Source: an optimization exercise on an open RTL-to-GDS flow (aim: small area and a short achievable clock period). Production flows keep margins and buffers that such runs may drop.
The RTL was checked by simulation tests, not by an equivalence proof against the original design.

==> inputs of ember <==
==> flow/design.v <==
module alu (
	input wire [31:0] a,
	input wire [31:0] b,
	input wire [3:0] oper,
	input wire sign,
	output reg [31:0] result
	);
	wire sub = (oper == 4'd1) | (oper == 4'd2);
	wire [32:0] sum = {1'b0, a} + {1'b0, b ^ {32{sub}}} + {32'b0, sub};
	wire lt = sign ? ((a[31] ^ b[31]) ? a[31] : sum[31]) : ~sum[32];
	wire left = (oper == 4'd8);
	wire [31:0] b_rev;
	wire [31:0] sr;
	wire [31:0] sr_rev;
	genvar i;
	generate
		for (i = 0; i < 32; i = i + 1) begin : g_rev
			assign b_rev[i] = b[31 - i];
			assign sr_rev[i] = sr[31 - i];
		end
	endgenerate
	wire [31:0] sin = left ? b_rev : b;
	wire fill = sign & b[31];
	wire big = |a[31:5];
	wire [32:0] sx = $signed({fill, sin}) >>> a[4:0];
	assign sr = big ? {32{fill}} : sx[31:0];
	always @(*) begin
		case (oper)
			4'd0, 4'd1: result = sum[31:0];
			4'd2: result = {31'b0, lt};
			4'd4: result = a & b;
			4'd5: result = a | b;
			4'd6: result = a ^ b;
			4'd7: result = ~(a | b);
			4'd8: result = sr_rev;
			4'd9: result = sr;
			default: result = 32'b0;
		endcase
	end
endmodule
module regfile (
	input wire clk,
	input wire [4:0] addr_a,
	output wire [31:0] data_a,
	input wire [4:0] addr_b,
	output wire [31:0] data_b,
	input wire en_w,
	input wire [4:0] addr_w,
	input wire [31:0] data_w
	);
	reg [31:0] regs [1:31];
	always @(posedge clk) begin
		if (en_w && addr_w != 0)
			regs[addr_w] <= data_w;
	end
	wire [31:0] dec_a = 32'b1 << addr_a;
	wire [31:0] dec_b = 32'b1 << addr_b;
	reg [31:0] ra, rb;
	integer i;
	always @(*) begin
		ra = 32'b0;
		rb = 32'b0;
		for (i = 1; i < 32; i = i + 1) begin
			ra = ra | ({32{dec_a[i]}} & regs[i]);
			rb = rb | ({32{dec_b[i]}} & regs[i]);
		end
	end
	assign data_a = ra;
	assign data_b = rb;
endmodule
module mips_core (
	input wire clk,   
	input wire rst,   
	output wire inst_ren,
	output wire [31:0] inst_addr,
	input wire [31:0] inst_data,
	output wire mem_ren,
	output wire mem_wen,
	output wire [31:0] mem_addr,
	output wire [31:0] mem_dout,
	input wire [31:0] mem_din,
	input wire interrupter,
	output wire ir,
	output wire ir_en,
	output wire ir_valid,
	output wire ir_wait,
	output wire jump_en,
	input wire ram_stall,
	input wire rom_stall,
	output wire rom_cs,
	output wire ram_cs
	);
	localparam [3:0]
		OP_ADD = 4'd0, OP_SUB = 4'd1, OP_SLT = 4'd2, OP_ZERO = 4'd3,
		OP_AND = 4'd4, OP_OR = 4'd5, OP_XOR = 4'd6, OP_NOR = 4'd7,
		OP_SL = 4'd8, OP_SR = 4'd9;
	reg [31:0] pc;
	reg [31:0] id_pc, id_ir;
	reg [31:0] ex_a, ex_b;
	reg [3:0] ex_op;
	reg ex_sign;
	reg [4:0] ex_rd;
	reg ex_wen, ex_ld, ex_st, ex_fm, ex_fmz;
	reg ld_prev;   
	reg [31:0] mem_alu, mem_sd;
	reg [4:0] mem_rd;
	reg mem_wen_r, mem_ld, mem_st, mem_fm;
	reg [31:0] wb_data;
	reg [4:0] wb_rd;
	reg wb_wen;
	reg ir_valid_r, ir_wait_r, ir_prev;
	reg je_q;
	reg [31:0] ja_q;
	reg [31:0] cp0 [0:31];
	wire [5:0] op = id_ir[31:26];
	wire [5:0] fn = id_ir[5:0];
	wire [4:0] rs = id_ir[25:21];
	wire [4:0] rt = id_ir[20:16];
	wire [4:0] rd = id_ir[15:11];
	wire op_r = (op == 6'h00);
	wire r_jr = op_r & (fn == 6'h08);
	wire r_add = op_r & ((fn == 6'h20) | (fn == 6'h21));
	wire r_sub = op_r & ((fn == 6'h22) | (fn == 6'h23));
	wire r_and = op_r & (fn == 6'h24);
	wire r_or = op_r & (fn == 6'h25);
	wire r_xor = op_r & (fn == 6'h26);
	wire r_nor = op_r & (fn == 6'h27);
	wire r_slt = op_r & ((fn == 6'h2a) | (fn == 6'h2b));
	wire r_sll = op_r & (fn == 6'h00);
	wire r_srl = op_r & (fn == 6'h02);
	wire r_sra = op_r & (fn == 6'h03);
	wire r_sllv = op_r & (fn == 6'h04);
	wire r_srlv = op_r & (fn == 6'h06);
	wire r_srav = op_r & (fn == 6'h07);
	wire r_alu = r_add | r_sub | r_and | r_or | r_xor | r_nor | r_slt;
	wire r_sh = r_sll | r_srl | r_sra;
	wire r_shv = r_sllv | r_srlv | r_srav;
	wire i_j = (op == 6'h02);
	wire i_jal = (op == 6'h03);
	wire i_beq = (op == 6'h04);
	wire i_bne = (op == 6'h05);
	wire i_addi = (op == 6'h08) | (op == 6'h09);
	wire i_slti = (op == 6'h0a);
	wire i_sltiu = (op == 6'h0b);
	wire i_andi = (op == 6'h0c);
	wire i_ori = (op == 6'h0d);
	wire i_xori = (op == 6'h0e);
	wire i_lui = (op == 6'h0f);
	wire i_lw = (op == 6'h23);
	wire i_sw = (op == 6'h2b);
	wire i_cp0 = (op == 6'h10);
	wire c_eret = i_cp0 & id_ir[25] & (fn == 6'b011000);
	wire c_mt = i_cp0 & ~id_ir[25] & (id_ir[24:21] == 4'b0100);
	wire c_mf = i_cp0 & ~id_ir[25] & (id_ir[24:21] == 4'b0000);
	wire i_imm = (op[5:3] == 3'b001);   
	wire wen_id = r_alu | r_sh | r_shv | i_jal | i_imm | i_lw | c_mf;
	wire [4:0] rd_id = i_jal ? 5'd31 : (i_imm | i_lw | c_mf) ? rt : rd;
	wire rs_used = r_jr | r_alu | r_shv | i_beq | i_bne | (i_imm & ~i_lui) | i_lw | i_sw;
	wire rt_used = r_alu | r_sh | r_shv | i_beq | i_bne | i_lui | i_sw;
	wire imm_ext = i_beq | i_bne | i_addi | i_slti | i_sltiu | i_lw | i_sw;
	wire sign_id = r_sra | r_srav | i_slti;
	reg [3:0] op_id;
	always @(*) begin
		op_id = OP_ADD;
		if (r_sub) op_id = OP_SUB;
		if (r_slt | i_slti | i_sltiu) op_id = OP_SLT;
		if (r_and | i_andi) op_id = OP_AND;
		if (r_or | i_ori) op_id = OP_OR;
		if (r_xor | i_xori) op_id = OP_XOR;
		if (r_nor) op_id = OP_NOR;
		if (r_sll | r_sllv | i_lui) op_id = OP_SL;
		if (r_srl | r_sra | r_srlv | r_srav) op_id = OP_SR;
	end
	wire [31:0] imm = {{16{imm_ext & id_ir[15]}}, id_ir[15:0]};
	wire [31:0] rf_a, rf_b;   
	regfile REGFILE (
		.clk(clk),
		.addr_a(rs),
		.data_a(rf_a),
		.addr_b(rt),
		.data_b(rf_b),
		.en_w(wb_wen),
		.addr_w(wb_rd),
		.data_w(wb_data)
		);
	wire [31:0] alu_out;
	wire ex_ok = ex_wen & (ex_rd != 5'd0);
	wire mem_ok = mem_wen_r & (mem_rd != 5'd0);
	wire wb_ok = wb_wen & (wb_rd != 5'd0);
	wire ex_hit_a = ex_ok & (ex_rd == rs);
	wire ex_hit_b = ex_ok & (ex_rd == rt);
	wire mem_hit_a = mem_ok & (mem_rd == rs);
	wire mem_hit_b = mem_ok & (mem_rd == rt);
	wire wb_hit_a = wb_ok & (wb_rd == rs);
	wire wb_hit_b = wb_ok & (wb_rd == rt);
	wire [31:0] mem_fwd = mem_ld ? mem_din : mem_alu;
	wire [31:0] em_a = ex_hit_a ? alu_out : mem_fwd;
	wire [31:0] em_b = ex_hit_b ? alu_out : mem_fwd;
	wire em_sel_a = ex_hit_a | mem_hit_a;
	wire em_sel_b = ex_hit_b | mem_hit_b;
	wire [31:0] fwda = em_sel_a ? em_a : (wb_hit_a ? wb_data : rf_a);
	wire [31:0] fwdb = em_sel_b ? em_b : (wb_hit_b ? wb_data : rf_b);
	wire [31:0] fwda_s = em_sel_a ? em_a : rf_a;
	wire [31:0] fwdb_s = em_sel_b ? em_b : rf_b;
	wire eq = (fwda == fwdb);
	wire eq_s = (fwda_s == fwdb_s);
	wire ex_load = ld_prev & ex_wen;
	wire load_stall = ex_load & ((rs_used & (ex_rd == rs)) | (rt_used & ~i_sw & (ex_rd == rt)));
	wire fwd_m = i_sw & ex_load & (ex_rd == rt);
	wire go = ~rom_stall & ~ram_stall & ~load_stall;   
	wire exe_clr = rst | rom_stall | (~ram_stall & load_stall);
	wire exe_hold = ~rst & ~rom_stall & ram_stall;
	wire wb_clr = rst | (~rom_stall & ram_stall);
	wire ir_q = ir_wait_r & ir_valid_r;
	wire [31:0] data_w = fwdb_s;
	wire st_ok = c_mt & ~rst;
	wire je_go = c_eret | (c_mt ? je_q : ir_q);
	assign jump_en = ~rst & (c_eret | (c_mt ? je_q : (ir_q | (je_q & ~go))));
	wire [31:0] ja = c_eret ? cp0[2] : (~c_mt & ir_q) ? cp0[3] : ja_q;
	wire take_s = (i_beq & eq_s) | (i_bne & ~eq_s);
	wire pcs_s = r_jr | i_j | i_jal | take_s;
	wire [31:0] ret_addr = pcs_s ? id_pc : pc;
	wire [31:0] cnt_inc = ((st_ok & (rd == 5'd9)) ? data_w : cp0[9]) + 32'd1;
	wire [31:0] rd_dec = 32'b1 << rd;
	reg [31:0] cp0_rd;
	integer ci;
	always @(*) begin
		cp0_rd = ({32{rd_dec[9]}} & cnt_inc) | ({32{rd_dec[2] & ir_q}} & pc) | ({32{rd_dec[2] & ~ir_q}} & cp0[2]);
		for (ci = 0; ci < 32; ci = ci + 1)
			if (ci != 9 && ci != 2)
				cp0_rd = cp0_rd | ({32{rd_dec[ci]}} & cp0[ci]);
	end
	always @(posedge clk) begin
		if (rst) begin
			ir_valid_r <= 1'b1;
			ir_wait_r <= 1'b0;
			ir_prev <= 1'b0;
		end
		else begin
			if (c_eret)
				ir_valid_r <= 1'b1;
			else if (ir_q)
				ir_valid_r <= 1'b0;
			if (interrupter & ~ir_prev)
				ir_wait_r <= 1'b1;
			else if (c_eret)
				ir_wait_r <= 1'b0;
			ir_prev <= interrupter;
		end
	end
	always @(posedge clk) begin
		je_q <= jump_en;
		ja_q <= ja;
	end
	genvar k;
	generate
		for (k = 0; k < 32; k = k + 1) begin : g_cp0
			if (k == 9) begin : g_cnt
				always @(posedge clk)
					cp0[k] <= rst ? 32'b0 : cnt_inc;
			end
			else if (k == 2) begin : g_epc
				always @(posedge clk)
					if (ir_q)
						cp0[k] <= ret_addr;
					else if (st_ok & (rd == k))
						cp0[k] <= data_w;
			end
			else begin : g_reg
				always @(posedge clk)
					if (st_ok & (rd == k))
						cp0[k] <= data_w;
			end
		end
	endgenerate
	wire take = (i_beq & eq) | (i_bne & ~eq);
	wire [31:0] pc4 = pc + 32'd4;
	wire [31:0] btgt = {id_pc[31:2] + imm[29:0] + 30'd1, id_pc[1:0]};
	wire [31:0] jtgt = {id_pc[31:28], id_ir[25:0], 2'b00};
	wire [31:0] pc_sel = je_go ? ja : r_jr ? fwda : (i_j | i_jal) ? jtgt : take ? btgt : pc4;
	always @(posedge clk) begin
		if (rst)
			pc <= 32'b0;
		else if (go)
			pc <= pc_sel;
	end
	always @(posedge clk) begin
		if (rst | (go & je_go))
			id_ir <= 32'b0;
		else if (go)
			id_ir <= inst_data;
		if (go)
			id_pc <= pc;
		ld_prev <= i_lw;
	end
	wire [31:0] a_id = c_mf ? cp0_rd : i_jal ? id_pc : (r_sh | i_lui) ? {27'b0, i_lui ? 5'd16 : id_ir[10:6]} : fwda;
	wire [31:0] b_id = c_mf ? 32'b0 : i_jal ? 32'd8 : (i_imm | i_lw | i_sw) ? imm : fwdb;
	always @(posedge clk) begin
		if (exe_clr) begin
			ex_op <= OP_ZERO;
			ex_wen <= 1'b0;
			ex_ld <= 1'b0;
			ex_st <= 1'b0;
			ex_fm <= 1'b0;
			ex_fmz <= 1'b0;
		end
		else if (~exe_hold) begin
			ex_op <= op_id;
			ex_wen <= wen_id;
			ex_ld <= i_lw;
			ex_st <= i_sw;
			ex_fm <= fwd_m;
			ex_fmz <= fwd_m & (rt == 5'd0);
		end
		if (~exe_clr & ~exe_hold) begin
			ex_a <= a_id;
			ex_b <= b_id;
			ex_sign <= sign_id;
			ex_rd <= rd_id;
		end
	end
	alu ALU (
		.a(ex_a),
		.b(ex_b),
		.oper(ex_op),
		.sign(ex_sign),
		.result(alu_out)
		);
	always @(posedge clk) begin
		if (rst) begin
			mem_alu <= 32'b0;
			mem_wen_r <= 1'b0;
			mem_ld <= 1'b0;
			mem_st <= 1'b0;
			mem_fm <= 1'b0;
		end
		else if (~exe_hold) begin
			mem_alu <= alu_out;
			mem_wen_r <= ex_wen;
			mem_ld <= ex_ld;
			mem_st <= ex_st;
			mem_fm <= ex_fm;
		end
		if (~rst & ~exe_hold) begin
			mem_rd <= ex_rd;
			mem_sd <= ex_fmz ? 32'b0 : mem_alu;
		end
	end
	always @(posedge clk) begin
		if (wb_clr) begin
			wb_wen <= 1'b0;
			wb_data <= 32'b0;
		end
		else begin
			wb_wen <= mem_wen_r;
			wb_data <= mem_ld ? mem_din : mem_alu;
		end
		wb_rd <= mem_rd;
	end
	assign inst_ren = ~rst;
	assign inst_addr = pc;
	assign mem_ren = mem_ld;
	assign mem_wen = mem_st;
	assign mem_addr = mem_alu;
	assign mem_dout = mem_fm ? mem_sd : wb_data;
	assign ir = ir_q;
	assign ir_en = 1'b1;
	assign ir_valid = ir_valid_r;
	assign ir_wait = ir_wait_r;
	assign rom_cs = 1'b1;
	assign ram_cs = i_lw | i_sw;
endmodule
==> flow/run.sh <==
#!/bin/bash
# synth_recipe.tcl (not shown) runs the flow's synth.tcl, then flattens the netlist and writes it again
# the make line also repeats each setting of config.mk as NAME=value (left out here)
make -C /OpenROAD-flow-scripts/flow DESIGN_CONFIG=/design/flow/config.mk WORK_HOME=/design/flow/orfs CLKGATE_MAP_FILE= SYNTH_SCRIPT=/design/flow/synth_recipe.tcl finish
==> flow/config.mk <==
export PLATFORM = sky130hd
export DESIGN_NAME = mips_core
export DESIGN_NICKNAME = mips_core
export VERILOG_FILES = /design/flow/design.v
export SDC_FILE = /design/flow/constraint.sdc
export NUM_CORES = 4
export LEC_CHECK = 0
export CAP_MARGIN = 20
export CORE_MARGIN = 2
export CORE_UTILIZATION = 40
export SLEW_MARGIN = 20
==> flow/constraint.sdc <==
create_clock -name core_clock -period 20.0 [get_ports {clk}]
set_input_delay 4.0000 -clock core_clock [delete_from_list [all_inputs] [get_ports {clk}]]
set_output_delay 4.0000 -clock core_clock [all_outputs]
set_load 0.01 [all_outputs]
==> inputs of harbor, as changes to ember <==
--- a/flow/design.v
+++ b/flow/design.v
@@ -1,31 +1,35 @@
 module alu (
 	input wire [31:0] a,
-	input wire [31:0] b,
+	input wire [31:0] b,   
 	input wire [3:0] oper,
 	input wire sign,
+	input wire sub,        
 	output reg [31:0] result
 	);
-	wire sub = (oper == 4'd1) | (oper == 4'd2);
-	wire [32:0] sum = {1'b0, a} + {1'b0, b ^ {32{sub}}} + {32'b0, sub};
-	wire lt = sign ? ((a[31] ^ b[31]) ? a[31] : sum[31]) : ~sum[32];
-	wire left = (oper == 4'd8);
-	wire [31:0] b_rev;
-	wire [31:0] sr;
+	wire [31:0] sum;
+	wire cout;
+	add_bk #(.N(32)) ADD (
+		.a(a),
+		.b(b),
+		.cin(sub),
+		.sum(sum),
+		.cout(cout)
+		);
+	wire b31 = b[31] ^ sub;   
+	wire lt = sign ? ((a[31] ^ b31) ? a[31] : sum[31]) : ~cout;
+	wire fill = sign & b[31];
+	wire big = |a[31:5];
+	wire [32:0] sx = $signed({fill, b}) >>> a[4:0];
+	wire [31:0] sr = big ? {32{fill}} : sx[31:0];
 	wire [31:0] sr_rev;
 	genvar i;
 	generate
 		for (i = 0; i < 32; i = i + 1) begin : g_rev
-			assign b_rev[i] = b[31 - i];
 			assign sr_rev[i] = sr[31 - i];
 		end
 	endgenerate
-	wire [31:0] sin = left ? b_rev : b;
-	wire fill = sign & b[31];
-	wire big = |a[31:5];
-	wire [32:0] sx = $signed({fill, sin}) >>> a[4:0];
-	assign sr = big ? {32{fill}} : sx[31:0];
 	always @(*) begin
 		case (oper)
-			4'd0, 4'd1: result = sum[31:0];
+			4'd0, 4'd1: result = sum;
 			4'd2: result = {31'b0, lt};
 			4'd4: result = a & b;
@@ -39,4 +43,48 @@
 	end
 endmodule
+module add_bk #(parameter N = 32, parameter L = 5) (
+	input wire [N-1:0] a,
+	input wire [N-1:0] b,
+	input wire cin,
+	output wire [N-1:0] sum,
+	output wire cout
+	);
+	wire [N-1:0] p0 = a ^ b;
+	wire [N-1:0] g0 = a & b;
+	wire [N-1:0] g [0:2*L];
+	wire [N-1:0] p [0:2*L];
+	assign g[0] = {g0[N-1:1], g0[0] | (p0[0] & cin)};
+	assign p[0] = p0;
+	genvar l, i;
+	generate
+		for (l = 0; l < L; l = l + 1) begin : g_up
+			for (i = 0; i < N; i = i + 1) begin : g_b
+				if (((i + 1) % (2 << l)) == 0) begin : g_n
+					assign g[l + 1][i] = g[l][i] | (p[l][i] & g[l][i - (1 << l)]);
+					assign p[l + 1][i] = p[l][i] & p[l][i - (1 << l)];
+				end
+				else begin : g_k
+					assign g[l + 1][i] = g[l][i];
+					assign p[l + 1][i] = p[l][i];
+				end
+			end
+		end
+		for (l = 0; l < L; l = l + 1) begin : g_dn
+			for (i = 0; i < N; i = i + 1) begin : g_b
+				if ((i >= 3 * (1 << (L - 1 - l)) - 1) && (((i + 1) % (2 << (L - 1 - l))) == (1 << (L - 1 - l)))) begin : g_n
+					assign g[L + l + 1][i] = g[L + l][i] | (p[L + l][i] & g[L + l][i - (1 << (L - 1 - l))]);
+					assign p[L + l + 1][i] = p[L + l][i] & p[L + l][i - (1 << (L - 1 - l))];
+				end
+				else begin : g_k
+					assign g[L + l + 1][i] = g[L + l][i];
+					assign p[L + l + 1][i] = p[L + l][i];
+				end
+			end
+		end
+	endgenerate
+	wire [N:0] c = {g[2 * L], cin};
+	assign sum = p0 ^ c[N-1:0];
+	assign cout = c[N];
+endmodule
 module regfile (
 	input wire clk,
@@ -99,5 +147,5 @@
 	reg [31:0] ex_a, ex_b;
 	reg [3:0] ex_op;
-	reg ex_sign;
+	reg ex_sign, ex_sub;
 	reg [4:0] ex_rd;
 	reg ex_wen, ex_ld, ex_st, ex_fm, ex_fmz;
@@ -111,5 +159,4 @@
 	reg ir_valid_r, ir_wait_r, ir_prev;
 	reg je_q;
-	reg [31:0] ja_q;
 	reg [31:0] cp0 [0:31];
 	wire [5:0] op = id_ir[31:26];
@@ -199,8 +246,8 @@
 	wire em_sel_a = ex_hit_a | mem_hit_a;
 	wire em_sel_b = ex_hit_b | mem_hit_b;
-	wire [31:0] fwda = em_sel_a ? em_a : (wb_hit_a ? wb_data : rf_a);
-	wire [31:0] fwdb = em_sel_b ? em_b : (wb_hit_b ? wb_data : rf_b);
 	wire [31:0] fwda_s = em_sel_a ? em_a : rf_a;
 	wire [31:0] fwdb_s = em_sel_b ? em_b : rf_b;
+	wire [31:0] fwda = (wb_hit_a & ~em_sel_a) ? wb_data : fwda_s;
+	wire [31:0] fwdb = (wb_hit_b & ~em_sel_b) ? wb_data : fwdb_s;
 	wire eq = (fwda == fwdb);
 	wire eq_s = (fwda_s == fwdb_s);
@@ -215,11 +262,20 @@
 	wire [31:0] data_w = fwdb_s;
 	wire st_ok = c_mt & ~rst;
-	wire je_go = c_eret | (c_mt ? je_q : ir_q);
-	assign jump_en = ~rst & (c_eret | (c_mt ? je_q : (ir_q | (je_q & ~go))));
-	wire [31:0] ja = c_eret ? cp0[2] : (~c_mt & ir_q) ? cp0[3] : ja_q;
+	wire je_go = c_eret | (~c_mt & ir_q);
+	wire je_keep = ~c_eret & ~c_mt & je_q;
+	wire je_reg = je_go | (je_keep & load_stall);
+	assign jump_en = ~rst & (je_reg | (je_keep & (rom_stall | ram_stall)));
+	wire [31:0] ja = c_eret ? cp0[2] : cp0[3];
 	wire take_s = (i_beq & eq_s) | (i_bne & ~eq_s);
 	wire pcs_s = r_jr | i_j | i_jal | take_s;
 	wire [31:0] ret_addr = pcs_s ? id_pc : pc;
-	wire [31:0] cnt_inc = ((st_ok & (rd == 5'd9)) ? data_w : cp0[9]) + 32'd1;
+	wire [31:0] cnt_inc;
+	add_bk #(.N(32)) CNT_INC (
+		.a((st_ok & (rd == 5'd9)) ? data_w : cp0[9]),
+		.b(32'd0),
+		.cin(1'b1),
+		.sum(cnt_inc),
+		.cout()
+		);
 	wire [31:0] rd_dec = 32'b1 << rd;
 	reg [31:0] cp0_rd;
@@ -251,5 +307,4 @@
 	always @(posedge clk) begin
 		je_q <= jump_en;
-		ja_q <= ja;
 	end
 	genvar k;
@@ -275,6 +330,27 @@
 	endgenerate
 	wire take = (i_beq & eq) | (i_bne & ~eq);
-	wire [31:0] pc4 = pc + 32'd4;
-	wire [31:0] btgt = {id_pc[31:2] + imm[29:0] + 30'd1, id_pc[1:0]};
+	wire [30:0] pc_c;
+	wire [31:0] pc4;
+	assign pc4[1:0] = pc[1:0];
+	assign pc4[2] = ~pc[2];
+	assign pc_c[2] = pc[2];
+	genvar pi;
+	generate
+		for (pi = 3; pi < 32; pi = pi + 1) begin : g_pc4
+			assign pc4[pi] = pc[pi] ^ pc_c[pi - 1];
+			if (pi < 31) begin : g_c
+				assign pc_c[pi] = pc[pi] & pc_c[pi - 1];
+			end
+		end
+	endgenerate
+	wire [29:0] btgt_hi;
+	add_bk #(.N(30)) BR_ADD (
+		.a(id_pc[31:2]),
+		.b(imm[29:0]),
+		.cin(1'b1),
+		.sum(btgt_hi),
+		.cout()
+		);
+	wire [31:0] btgt = {btgt_hi, id_pc[1:0]};
 	wire [31:0] jtgt = {id_pc[31:28], id_ir[25:0], 2'b00};
 	wire [31:0] pc_sel = je_go ? ja : r_jr ? fwda : (i_j | i_jal) ? jtgt : take ? btgt : pc4;
@@ -295,5 +371,15 @@
 	end
 	wire [31:0] a_id = c_mf ? cp0_rd : i_jal ? id_pc : (r_sh | i_lui) ? {27'b0, i_lui ? 5'd16 : id_ir[10:6]} : fwda;
-	wire [31:0] b_id = c_mf ? 32'b0 : i_jal ? 32'd8 : (i_imm | i_lw | i_sw) ? imm : fwdb;
+	wire [31:0] b_op = c_mf ? 32'b0 : i_jal ? 32'd8 : (i_imm | i_lw | i_sw) ? imm : fwdb;
+	wire sub_id = r_sub | r_slt | i_slti | i_sltiu;
+	wire left_id = r_sll | r_sllv | i_lui;
+	wire [31:0] b_rev;
+	genvar bi;
+	generate
+		for (bi = 0; bi < 32; bi = bi + 1) begin : g_brev
+			assign b_rev[bi] = b_op[31 - bi];
+		end
+	endgenerate
+	wire [31:0] b_id = sub_id ? ~b_op : left_id ? b_rev : b_op;
 	always @(posedge clk) begin
 		if (exe_clr) begin
@@ -317,4 +403,5 @@
 			ex_b <= b_id;
 			ex_sign <= sign_id;
+			ex_sub <= sub_id;
 			ex_rd <= rd_id;
 		end
@@ -325,4 +412,5 @@
 		.oper(ex_op),
 		.sign(ex_sign),
+		.sub(ex_sub),
 		.result(alu_out)
 		);
==> flow/flow/run.sh (new file) <==
#!/bin/bash
# Layout flow: the standard ORFS flow (standard.sh: the standard synthesis,
# floorplan, power grid, placement, CTS and routing), with these settings added:
#  - the input and output port buffers are sky130_fd_sc_hd__buf_2 cells
#    (the default pick is a slow delay buffer);
#  - timing repair aims for a setup slack margin, so that paths are made
#    faster than the 20 ns clock strictly needs;
#  - CTS uses small clock buffers and no dummy loads.
# The full make output goes to standard_flow.log; ORFS keeps each step's log
# under orfs/logs/.
set -uo pipefail
export BUFFER_PORTS_ARGS="-buffer_cell sky130_fd_sc_hd__buf_2"
export SETUP_SLACK_MARGIN=11.5
export CTS_ARGS="-sink_clustering_enable -repair_clock_nets -dont_use_dummy_load -buf_list {sky130_fd_sc_hd__clkbuf_4 sky130_fd_sc_hd__clkbuf_8}"
bash standard.sh > standard_flow.log 2>&1
status=$?
tail -20 standard_flow.log
exit $status
==> flow/standard.sh (new file) <==
#!/bin/bash
# synth_recipe.tcl (not shown) runs the flow's synth.tcl, then flattens the netlist and writes it again
# the make line also repeats each setting of config.mk as NAME=value (left out here)
make -C /OpenROAD-flow-scripts/flow DESIGN_CONFIG=/design/flow/config.mk WORK_HOME=/design/flow/orfs CLKGATE_MAP_FILE= SYNTH_SCRIPT=/design/flow/synth_recipe.tcl "${@:-finish}"
--- a/flow/config.mk
+++ b/flow/config.mk
@@ -8,4 +8,4 @@
 export CAP_MARGIN = 20
 export CORE_MARGIN = 2
-export CORE_UTILIZATION = 40
+export CORE_UTILIZATION = 50
 export SLEW_MARGIN = 20
removed: flow/run.sh
==> results.txt <==
- harbor completed without violations. ember completed without violations.
- In ember the clock skew is lower than in harbor, by 0.036 ns.
- Global-route usage: ember is lower than harbor (10 points).
- In harbor the non-clock buffer count is higher than in ember, by 7.
- Against harbor, the setup slack of ember is lower by 1.3 ns.

## re-timing with driven ports
The flow's constraints put no driver on any port. The routed layouts listed below were extracted and timed again, unchanged, in two steps. Step 1, drivers: a clkbuf_16 drives clk and a buf_2 each remaining input, both assumed. Step 2 adds t to the input delays and takes it off the output delays; t is the mean of the earliest and latest rising clock arrival at the registers after step 1. Input paths then give back, and output paths get back, about the clock's delay inside the block. Three values: ideal, step 1, step 2; two values: the first two.
run | shift t [ns] | setup slack, ns | hold WS [ns] | worst setup path after step 2 | slew at the worst register clock pin (ns)
ember | 1.032 | 9.839 / 9.812 / 9.812 | 0.459 / 0.459 / 0.459 | input to output | 0.07 / 0.07
harbor | 1.205 | 11.107 / 11.035 / 10.539 | 0.388 / 0.388 / 0.388 | input to register | 0.07 / 0.07
After both steps setup and hold are still met in every run listed. The setup slack of harbor, which loses most, moves by -0.072 ns with the drivers and by -0.568 ns with both steps.
